What follows belongs to an exercise in optimizing a design on an open flow for small area, a short achievable clock period and few clock cycles; a production flow would make more cautious choices.
Only simulation tests tie the RTL to the original design; equivalence was not proved.

==> flow/design.v (excerpt) <==
module cpu (
    input  wire        clk,
    input  wire        rst,
    output wire [31:0] imem_addr,
    input  wire [31:0] imem_rdata,
    output wire        dmem_re,
    output wire        dmem_we,
    output wire [31:0] dmem_addr,
    output wire [31:0] dmem_wdata,
    input  wire [31:0] dmem_rdata
);
Size: roughly 5100 cells after synthesis, roughly 1400 flip-flops, roughly 160 I/O pins, ~0.065 mm^2 of cells after synthesis.
==> module cpu, before the edit <==
module cpu (
    input  wire        clk,
    input  wire        rst,
    output wire [31:0] imem_addr,
    input  wire [31:0] imem_rdata,
    output wire        dmem_re,
    output wire        dmem_we,
    output wire [31:0] dmem_addr,
    output wire [31:0] dmem_wdata,
    input  wire [31:0] dmem_rdata
);
reg  [31:2] pcf;             
reg  [31:2] pc_f2;           
reg         v_f2;
reg  [31:0] ir;              
reg  [31:2] pc_d;
reg         unc_d;           
reg         v_d;
reg  [31:1] s1_d, s2_d;      
reg         stall;           
reg         stall1;          
reg  [31:0] op1, op2, sd_e;  
reg  [31:2] tgt_e;
reg         v_e, bq_e, ld_e, st_e, wr_e;
reg  [4:0]  rd_e;
reg         sub_e;
reg  [5:0]  sel_e;           
reg  [31:0] res_m, wd_m;     
reg         re_m, we_m, ld_m, wr_m;
reg  [4:0]  rd_m;
reg  [31:0] res_w;           
reg         ld_w, wr_w;
reg  [4:0]  rd_w;
reg  [31:0] rf [1:31];
assign dmem_addr  = res_m;
assign dmem_wdata = wd_m;
assign dmem_we    = we_m;
assign dmem_re    = re_m;
wire [31:0] sum;
ks_add #(32) u_sum (.a(op1), .b(op2), .cin(sub_e), .s(sum));
wire [31:0] shl  = op1 << op2[4:0];
wire [31:0] shr  = op1 >> op2[4:0];
wire [31:0] alu  = ({32{sel_e[0]}} & sum) | ({32{sel_e[1]}} & shl) |
                   ({32{sel_e[2]}} & shr) | ({32{sel_e[3]}} & (op1 ^ op2)) |
                   ({32{sel_e[4]}} & (op1 | op2)) | ({32{sel_e[5]}} & (op1 & op2));
wire        misp = v_e & bq_e & (op1 == op2);
wire d_jal = ir[3];
wire d_beq = ir[6] & ~ir[2];
wire d_ld  = ~ir[5] & ~ir[4];
wire d_st  = ~ir[6] & ir[5] & ~ir[4];
wire d_imm = ~ir[5] & ir[4];                   
wire d_r   = ir[5] & ir[4];                    
wire d_wr  = (~ir[5] | ir[4] | ir[2]) & (ir[11:7] != 5'd0);
wire [4:0] rs1 = ir[19:15];
wire [4:0] rs2 = ir[24:20];
wire [4:0] rd  = ir[11:7];
wire [2:0] f3  = ir[14:12];
reg  [31:0] rf1, rf2;
integer j;
always @(*) begin
    rf1 = 32'b0;
    rf2 = 32'b0;
    for (j = 1; j < 32; j = j + 1) begin
        rf1 = rf1 | ({32{s1_d[j]}} & rf[j]);
        rf2 = rf2 | ({32{s2_d[j]}} & rf[j]);
    end
end
wire [31:0] w_val = ld_w ? dmem_rdata : res_w;
wire e_fw   = v_e & wr_e;
wire hit_e1 = e_fw & (rd_e == rs1);
wire hit_e2 = e_fw & (rd_e == rs2);
wire hit_m1 = wr_m & (rd_m == rs1);
wire hit_m2 = wr_m & (rd_m == rs2);
wire hit_w1 = wr_w & (rd_w == rs1);
wire hit_w2 = wr_w & (rd_w == rs2);
wire [31:0] v1 = hit_e1 ? alu : hit_m1 ? res_m : hit_w1 ? w_val : rf1;
wire [31:0] v2 = hit_e2 ? alu : hit_m2 ? res_m : hit_w2 ? w_val : rf2;
wire [31:0] imm_i = {{20{ir[31]}}, ir[31:20]};
wire [31:0] imm_s = {{20{ir[31]}}, ir[31:25], ir[11:7]};
wire [31:2] link;
ks_add #(30) u_link (.a(pc_d), .b(30'd0), .cin(1'b1), .s(link));
wire        d_sub = d_r & ir[30] & (f3 == 3'b000);
wire [31:0] imm_j = {{12{ir[31]}}, ir[19:12], ir[20], ir[30:21], 1'b0};
wire [31:0] imm_b = {{20{ir[31]}}, ir[7], ir[30:25], ir[11:8], 1'b0};
wire [31:2] tgt_d;
ks_add #(30) u_tgt (.a(pc_d), .b(d_jal ? imm_j[31:2] : imm_b[31:2]), .cin(1'b0), .s(tgt_d));
wire go_d = v_d & ~stall & ~misp;              
wire [31:0] in = imem_rdata;
wire f_jal = in[3];
wire f_beq = in[6] & ~in[2];
wire f_unc = f_jal | (f_beq & (in[19:15] == in[24:20]));
wire redir = v_d & unc_d;
wire [31:2] fa = pcf;
wire restart = stall & ~stall1;
assign imem_addr = {fa, 2'b00};
wire [31:2] fa_inc;
ks_add #(30) u_inc (.a(fa), .b(30'd0), .cin(1'b1), .s(fa_inc));
wire [31:0] nx_ir  = stall ? ir : in;
wire        nx_v   = stall ? (v_d & ~misp) : (v_f2 & ~redir & ~misp);
wire        nx_unc = stall ? unc_d : f_unc;
wire        nx_u1  = ~nx_ir[3];                                    
wire        nx_u2  = nx_ir[5] & ~nx_ir[4] | nx_ir[5] & ~nx_ir[2];  
wire [4:0]  nx_rs1 = nx_ir[19:15];
wire [4:0]  nx_rs2 = nx_ir[24:20];
wire        ld_nx_e = go_d & d_ld & d_wr;      
wire        ld_nx_m = v_e & ld_e & wr_e;       
wire stall_nx = nx_v & ~nx_unc & (
      (ld_nx_e & ((nx_u1 & nx_rs1 == rd)   | (nx_u2 & nx_rs2 == rd))) |
      (ld_nx_m & ((nx_u1 & nx_rs1 == rd_e) | (nx_u2 & nx_rs2 == rd_e))));
always @(posedge clk) begin
    if (wr_w)
        rf[rd_w] <= w_val;
    pc_f2 <= fa;
    pcf   <= misp ? tgt_e : redir ? tgt_d : restart ? pc_f2 : fa_inc;
    if (!stall) begin
        ir    <= in;
        pc_d  <= pc_f2;
        unc_d <= f_unc;
    end
    for (j = 1; j < 32; j = j + 1) begin
        s1_d[j] <= (nx_rs1 == j);
        s2_d[j] <= (nx_rs2 == j);
    end
    op1   <= d_jal ? {link, 2'b00} : v1;
    op2   <= d_jal ? 32'b0 : d_imm | d_ld ? imm_i : d_st ? imm_s : d_sub ? ~v2 : v2;
    sd_e  <= v2;
    tgt_e <= tgt_d;
    bq_e  <= d_beq & ~unc_d;
    ld_e  <= d_ld;
    st_e  <= d_st;
    wr_e  <= d_wr;
    rd_e  <= rd;
    sub_e <= d_sub;
    sel_e <= {d_r & f3 == 3'b111, d_r & f3 == 3'b110, d_r & f3 == 3'b100,
              d_r & f3 == 3'b101, d_r & f3 == 3'b001,
              ~d_r | f3 == 3'b000};
    res_m <= alu;
    wd_m  <= sd_e;
    rd_m  <= rd_e;
    ld_m  <= ld_e;
    res_w <= res_m;
    rd_w  <= rd_m;
    ld_w  <= ld_m;
    if (rst) begin
        pcf   <= 30'd0;
        v_f2  <= 1'b0;
        v_d   <= 1'b0;
        v_e   <= 1'b0;
        stall <= 1'b0;
        stall1 <= 1'b0;
        re_m  <= 1'b0;
        we_m  <= 1'b0;
        wr_m  <= 1'b0;
        wr_w  <= 1'b0;
    end else begin
        v_f2  <= ~misp & ~redir & ~restart;
        stall1 <= stall;
        v_d   <= nx_v;
        v_e   <= go_d;
        stall <= stall_nx;
        re_m  <= v_e & ld_e;
        we_m  <= v_e & st_e;
        wr_m  <= v_e & wr_e;
        wr_w  <= wr_m;
    end
end
endmodule
Settings: LEC_CHECK=0, CAP_MARGIN=20, CORE_MARGIN=2, CORE_UTILIZATION=52, CTS_CLUSTER_DIAMETER=150, CTS_CLUSTER_SIZE=20, PLACE_DENSITY=0.66, SLEW_MARGIN=20; clock period 11.0 ns.
standard.sh (not shown) runs the stock make flow with config.mk's settings and CLKGATE_MAP_FILE= SYNTH_SCRIPT=/design/flow/synth_recipe.tcl, a recipe that flattens the netlist after the stock synthesis.
==> flow/flow/run.sh <==
#!/bin/bash
# Standard layout, with timing repair aimed below the design's period
# (a larger setup slack margin), and port buffers of a plain buffer cell.
# Each step's log is in orfs/logs/; make's own output is in run_make.log.
set -euo pipefail
bash standard.sh SETUP_SLACK_MARGIN=${MARGIN:-7.5} \
  "BUFFER_PORTS_ARGS=-buffer_cell sky130_fd_sc_hd__buf_4" finish > run_make.log 2>&1
Testbench counts at the start, summed over its fixed seeds: cycles 29,421.
Next try:
--- a/flow/design.v
+++ b/flow/design.v
@@ -45,9 +45,8 @@
 reg         unc_d;           
 reg         v_d;
 reg  [31:1] s1_d, s2_d;      
 reg         stall;           
-reg         stall1;          
 reg  [31:0] op1, op2, sd_e;  
 reg  [31:2] tgt_e;
 reg         v_e, bq_e, ld_e, st_e, wr_e;
 reg  [4:0]  rd_e;
@@ -118,9 +117,8 @@
 wire f_beq = in[6] & ~in[2];
 wire f_unc = f_jal | (f_beq & (in[19:15] == in[24:20]));
 wire redir = v_d & unc_d;
 wire [31:2] fa = pcf;
-wire restart = stall & ~stall1;
 assign imem_addr = {fa, 2'b00};
 wire [31:2] fa_inc;
 ks_add #(30) u_inc (.a(fa), .b(30'd0), .cin(1'b1), .s(fa_inc));
 wire [31:0] nx_ir  = stall ? ir : in;
@@ -138,9 +136,9 @@
 always @(posedge clk) begin
     if (wr_w)
         rf[rd_w] <= w_val;
     pc_f2 <= fa;
-    pcf   <= misp ? tgt_e : redir ? tgt_d : restart ? pc_f2 : fa_inc;
+    pcf   <= misp ? tgt_e : redir ? tgt_d : stall_nx ? fa : fa_inc;
     if (!stall) begin
         ir    <= in;
         pc_d  <= pc_f2;
         unc_d <= f_unc;
@@ -174,16 +172,14 @@
         v_f2  <= 1'b0;
         v_d   <= 1'b0;
         v_e   <= 1'b0;
         stall <= 1'b0;
-        stall1 <= 1'b0;
         re_m  <= 1'b0;
         we_m  <= 1'b0;
         wr_m  <= 1'b0;
         wr_w  <= 1'b0;
     end else begin
-        v_f2  <= ~misp & ~redir & ~restart;
-        stall1 <= stall;
+        v_f2  <= ~misp & ~redir;
         v_d   <= nx_v;
         v_e   <= go_d;
         stall <= stall_nx;
         re_m  <= v_e & ld_e;
=> The changed run produced a clean layout. Final area came out higher by about 0.7%. Flip-flop and latch count came out lower by 1. Wire length came out lower by about 0.66%. Cell count came out lower by about 0.6%. Register-to-register slack gets worse by 0.06 ns. Worst setup slack gets worse by 0.15 ns. Via count came out lower by 0.81%. Non-clock buffer count came out higher by 31. Global-route usage came out lower by 0.58 points. Utilization came out higher by 0.40 points.
Testbench counts after the change, summed over its fixed seeds: cycles 29,272.

==> re-timing with driven ports <==
How much do the figures lean on ideal ports? The routed layouts below were timed once more, with nothing changed but the port constraints. Step 1 (the two cells are an assumption about what drives the block):
set clk [get_ports {clk}]
set_driving_cell -lib_cell sky130_fd_sc_hd__clkbuf_16 $clk
set_driving_cell -lib_cell sky130_fd_sc_hd__buf_2 [delete_from_list [all_inputs] $clk]
Step 2 moves the port delays by t, midway between the first and last clock arrival at a register: inputs arrive t later, outputs are due t later. That takes back most of the time a late clock gives input paths. Slacks: ideal / step 1 / step 2; pairs: ideal / step 1.
| run | shift t [ns] | setup slack, ns | latest minus earliest clock arrival (ns) | worst slew at a driven data input, ns | pins driven straight from the clock port |
|---|---|---|---|---|---|
| the first run | 0.811 | 7.337 / 7.337 / 6.628 | 0.034 / 0.034 | 0.05 | 1 |
| the second run | 0.805 | 7.186 / 7.231 / 6.426 | 0.046 / 0.046 | 0.06 | 1 |
After both steps every run listed still meets setup and hold. The setup slack of the second run, which loses most, moves by +0.045 ns with the drivers and by -0.760 ns with both steps.
